Source: an optimization exercise on an open RTL-to-GDS flow (aim: a short achievable clock period and few clock cycles). Production flows keep margins and buffers that such runs may drop. Only simulation tests tie the RTL to the original design; equivalence was not proved. Power figures rest on the tool's default switching activity, not on a simulated workload.

AL:
## CHIP
module CHIP(clk,
            rst_n,
            mem_wen_D,
            mem_addr_D,
            mem_wdata_D,
            mem_rdata_D,
            mem_addr_I,
            mem_rdata_I
    );
For scale: ~5300 cells after synthesis, roughly 75000 um2 of cells after synthesis.
Settings: LEC_CHECK=0, CAP_MARGIN=20, CORE_MARGIN=2, CORE_UTILIZATION=40, SLEW_MARGIN=20, SYNTH_HIERARCHICAL=1; clock period 10.5 ns.
standard.sh (not shown) runs the stock make flow with config.mk's settings and CLKGATE_MAP_FILE= SYNTH_SCRIPT=/design/flow/synth_recipe.tcl, a recipe that flattens the netlist after the stock synthesis.
==> flow/flow/run.sh <==
#!/bin/bash
# Standard ORFS layout, with timing repair aimed below the clock period:
# repair_timing keeps working until the setup slack reaches the margin.
set -euo pipefail
MARGIN=${MARGIN:-7.5}
bash standard.sh SETUP_SLACK_MARGIN=$MARGIN finish > flow_standard.log 2>&1
Testbench counts of AL, summed over its fixed seeds: cycles 88,243.
For TR, these inputs were changed with respect to AL:
- putting CTS_CLUSTER_SIZE at 20 where nothing was set
- putting CTS_CLUSTER_DIAMETER at 200 where nothing was set
[summary]
TR: flow completed, timing, DRC and antenna clean
Summary of TR over AL: global-route wire length before repair lost 1.5%; sequential share of layout area picked up an extra 1.5 points; worst setup margin picked up an extra 0.014 ns.
In TR the share of cells above drive strength 1 turned out 1.3 points lower than in AL.
TR vs AL: clock group share of total power down
Compare TR and AL | number of ordinary and repair buffers in the finished layout higher: TR
Total power of TR is lower than that of AL.

* * *

== red ==
Another version of the RTL of CHIP (not shown whole).
For scale: roughly 1500 flip-flops, ~160 I/O pins.
export LEC_CHECK = 0
export CAP_MARGIN = 20
export CORE_MARGIN = 2
export CORE_UTILIZATION = 60
export SLEW_MARGIN = 20
create_clock -name core_clock -period 10.5 [get_ports {clk}]
==> flow/flow/run.sh <==
#!/bin/bash
# Standard ORFS layout, with timing repair aimed below the clock period:
# repair_timing keeps working until the setup slack reaches the margin.
set -euo pipefail
MARGIN=${MARGIN:-7.0}
bash standard.sh SETUP_SLACK_MARGIN=$MARGIN finish > flow_standard.log 2>&1
red ran to completion and came out clean on the timing, design-rule and antenna checks.
Testbench counts of red, summed over its fixed seeds: cycles 89,464.
What blue does differently from red at the input level:
Settings: CORE_UTILIZATION changed from 60 to 40.
Results
blue against red: switching part of the total held steady; clock group share of total power grew by 0.9 points; design area grew by about 1%; switching power of the nets held steady.

* * *

CHIP, a different RTL version from the one above (not shown whole).
Size in the first run: ~5500 cells after synthesis, ~76000 sq um of cells after synthesis.
Settings: LEC_CHECK=0, CAP_MARGIN=20, CORE_MARGIN=2, CORE_UTILIZATION=40, CTS_CLUSTER_DIAMETER=200, CTS_CLUSTER_SIZE=20, SLEW_MARGIN=20, SYNTH_HIERARCHICAL=1; clock period 10.5 ns.
==> flow/flow/run.sh <==
#!/bin/bash
# Standard ORFS layout, with timing repair aimed below the clock period:
# repair_timing keeps working until the setup slack reaches the margin.
set -euo pipefail
MARGIN=${MARGIN:-7.5}
bash standard.sh SETUP_SLACK_MARGIN=$MARGIN finish > flow_standard.log 2>&1
The first run finished clean.
Testbench counts at the start, summed over its fixed seeds: cycles 88,243.
Change:
--- a/flow/flow/run.sh
+++ b/flow/flow/run.sh
@@ -5 +5 @@
-MARGIN=${MARGIN:-7.5}
+MARGIN=${MARGIN:-7.0}
--- a/flow/config.mk
+++ b/flow/config.mk
@@ -11,2 +10,0 @@
-export CTS_CLUSTER_DIAMETER = 200
-export CTS_CLUSTER_SIZE = 20
Register-to-register slack degrades by 0.16 ns.
Sequential cell count does not change.
Power came out higher by 18%.
Worst setup slack degrades by 0.19 ns.
Non-clock buffer count came out lower by 357.

* * *

rev 12:
CHIP, a different RTL version from the one above (not shown whole).
Size in the first run: roughly 5400 cells after synthesis, about 75000 sq um of cells after synthesis.
==> flow/design.v (excerpt) <==
module CHIP(clk,
            rst_n,
            mem_wen_D,
            mem_addr_D,
            mem_wdata_D,
            mem_rdata_D,
            mem_addr_I,
            mem_rdata_I
    );
Settings: LEC_CHECK=0, CAP_MARGIN=20, CORE_MARGIN=2, CORE_UTILIZATION=40, CTS_CLUSTER_DIAMETER=200, CTS_CLUSTER_SIZE=20, SLEW_MARGIN=20; clock period 10.5 ns.
==> flow/flow/run.sh <==
#!/bin/bash
# Standard ORFS layout, with timing repair aimed below the clock period:
# repair_timing keeps working until the setup slack reaches the margin.
set -euo pipefail
MARGIN=${MARGIN:-7.0}
bash standard.sh SETUP_SLACK_MARGIN=$MARGIN finish > flow_standard.log 2>&1
Every stage of the flow completed for rev 12, and the final layout passed the timing, design-rule and antenna checks.
Testbench counts of rev 12, summed over its fixed seeds: cycles 88,243.
The inputs of rev 13 differ from those of rev 12 as listed below.
# rev 12
export LEC_CHECK = 0
export CAP_MARGIN = 20
export CORE_MARGIN = 2
export CORE_UTILIZATION = 40
export CTS_CLUSTER_DIAMETER = 200
export CTS_CLUSTER_SIZE = 20
export SLEW_MARGIN = 20
create_clock -name core_clock -period 10.5 [get_ports {clk}]
# rev 13
export LEC_CHECK = 0
export CAP_MARGIN = 20
export CORE_MARGIN = 2
export CORE_UTILIZATION = 40
export SLEW_MARGIN = 20
create_clock -name core_clock -period 10.5 [get_ports {clk}]
[rev 13 vs rev 12] critical path's largest stage delay: lower in rev 13. Area added between synthesis and finish (rev 13 over rev 12): increase, 4.1 points. Rev 12 vs rev 13, timing startpoint of the critical path: mem_rdata_I[13] vs b_e[1]. Comparing rev 13 and rev 12, the lower latest clock arrival within the worst-skew pair was measured on rev 12.

* * *

CHIP, a different RTL version from the one above (not shown whole).
For scale: ~5500 cells after synthesis, ~160 I/O pins, roughly 77000 um^2 of cells after synthesis.
clock: 10.5 ns
lec_check: 0
cap_margin: 20
core_margin: 2
core_utilization: 40
slew_margin: 20
synth_hierarchical: 1
==> flow/flow/run.sh <==
#!/bin/bash
# Standard ORFS layout, with timing repair aimed below the clock period
# (repair_timing keeps working until the setup slack reaches the margin) and
# the port buffers made of plain buffers instead of delay cells.
set -euo pipefail
MARGIN=${MARGIN:-7.5}
bash standard.sh SETUP_SLACK_MARGIN=$MARGIN \
  "BUFFER_PORTS_ARGS=-buffer_cell sky130_fd_sc_hd__buf_4" \
  finish > flow_standard.log 2>&1
The baseline completed with no timing, DRC or antenna violations.
Testbench counts at the start, summed over its fixed seeds: cycles 88,243.
Next try:
==> flow/flow/run.sh (replaced) <==
#!/bin/bash
# Standard ORFS layout, with timing repair aimed below the clock period:
# repair_timing keeps working until the setup slack reaches the margin.
set -euo pipefail
MARGIN=${MARGIN:-7.5}
bash standard.sh SETUP_SLACK_MARGIN=$MARGIN finish > flow_standard.log 2>&1
Result: Die area is unchanged. Worst setup slack gets better by 0.079 ns. Clock power is lower slightly. Clock-buffer cell count decreases by 10. Sequential power is about the same. Core utilization grows by 0.30 points. Area after synthesis does not change. Sequential share of layout area goes down by 0.35 points. Design area is higher slightly.

[static timing again, ports no longer ideal]
The results above use ideal ports. As a check the final layouts listed here were re-extracted and re-timed, cells and wires unchanged.
Step 1 assumes that a clkbuf_16 drives the clock port and a buf_2 every other input.
Step 2 adds t to the input delays and takes it off the output delays; t is the mean of the earliest and latest rising clock arrival at the registers after step 1. Input paths then give back, and output paths get back, about the clock's delay inside the block.
Slacks: ideal ports / drivers / drivers and shift; pairs: ideal ports / drivers.
run	t, ns	setup WS [ns]	worst setup path at the end	worst register clock-pin slew, ns	pins driven straight from the clock port
AL	0.913	6.969 / 6.878 / 6.193	input to register	0.07 / 0.07	1
TR	0.819	6.983 / 6.955 / 6.243	input to register	0.10 / 0.10	1
red	0.897	6.141 / 6.141 / 5.347	input to register	0.07 / 0.07	1
blue	0.901	6.222 / 6.222 / 5.377	input to register	0.08 / 0.08	1
the first run of note 3	0.836	7.059 / 6.966 / 6.306	input to register	0.11 / 0.11	1
the second run of note 3	0.904	6.870 / 6.910 / 6.019	input to register	0.07 / 0.07	1
rev 12	0.810	6.857 / 6.859 / 6.089	input to register	0.10 / 0.10	1
rev 13	0.903	6.835 / 6.835 / 6.060	input to register	0.07 / 0.07	1
the first run of note 5	0.911	6.953 / 6.947 / 6.078	input to register	0.07 / 0.07	1
the second run of note 5	0.907	7.032 / 6.942 / 6.163	input to register	0.07 / 0.07	1
After both steps every run listed still meets setup and hold. For the first run of note 5, which loses most, drivers alone change the setup slack by -0.006 ns; drivers and shift together by -0.875 ns.
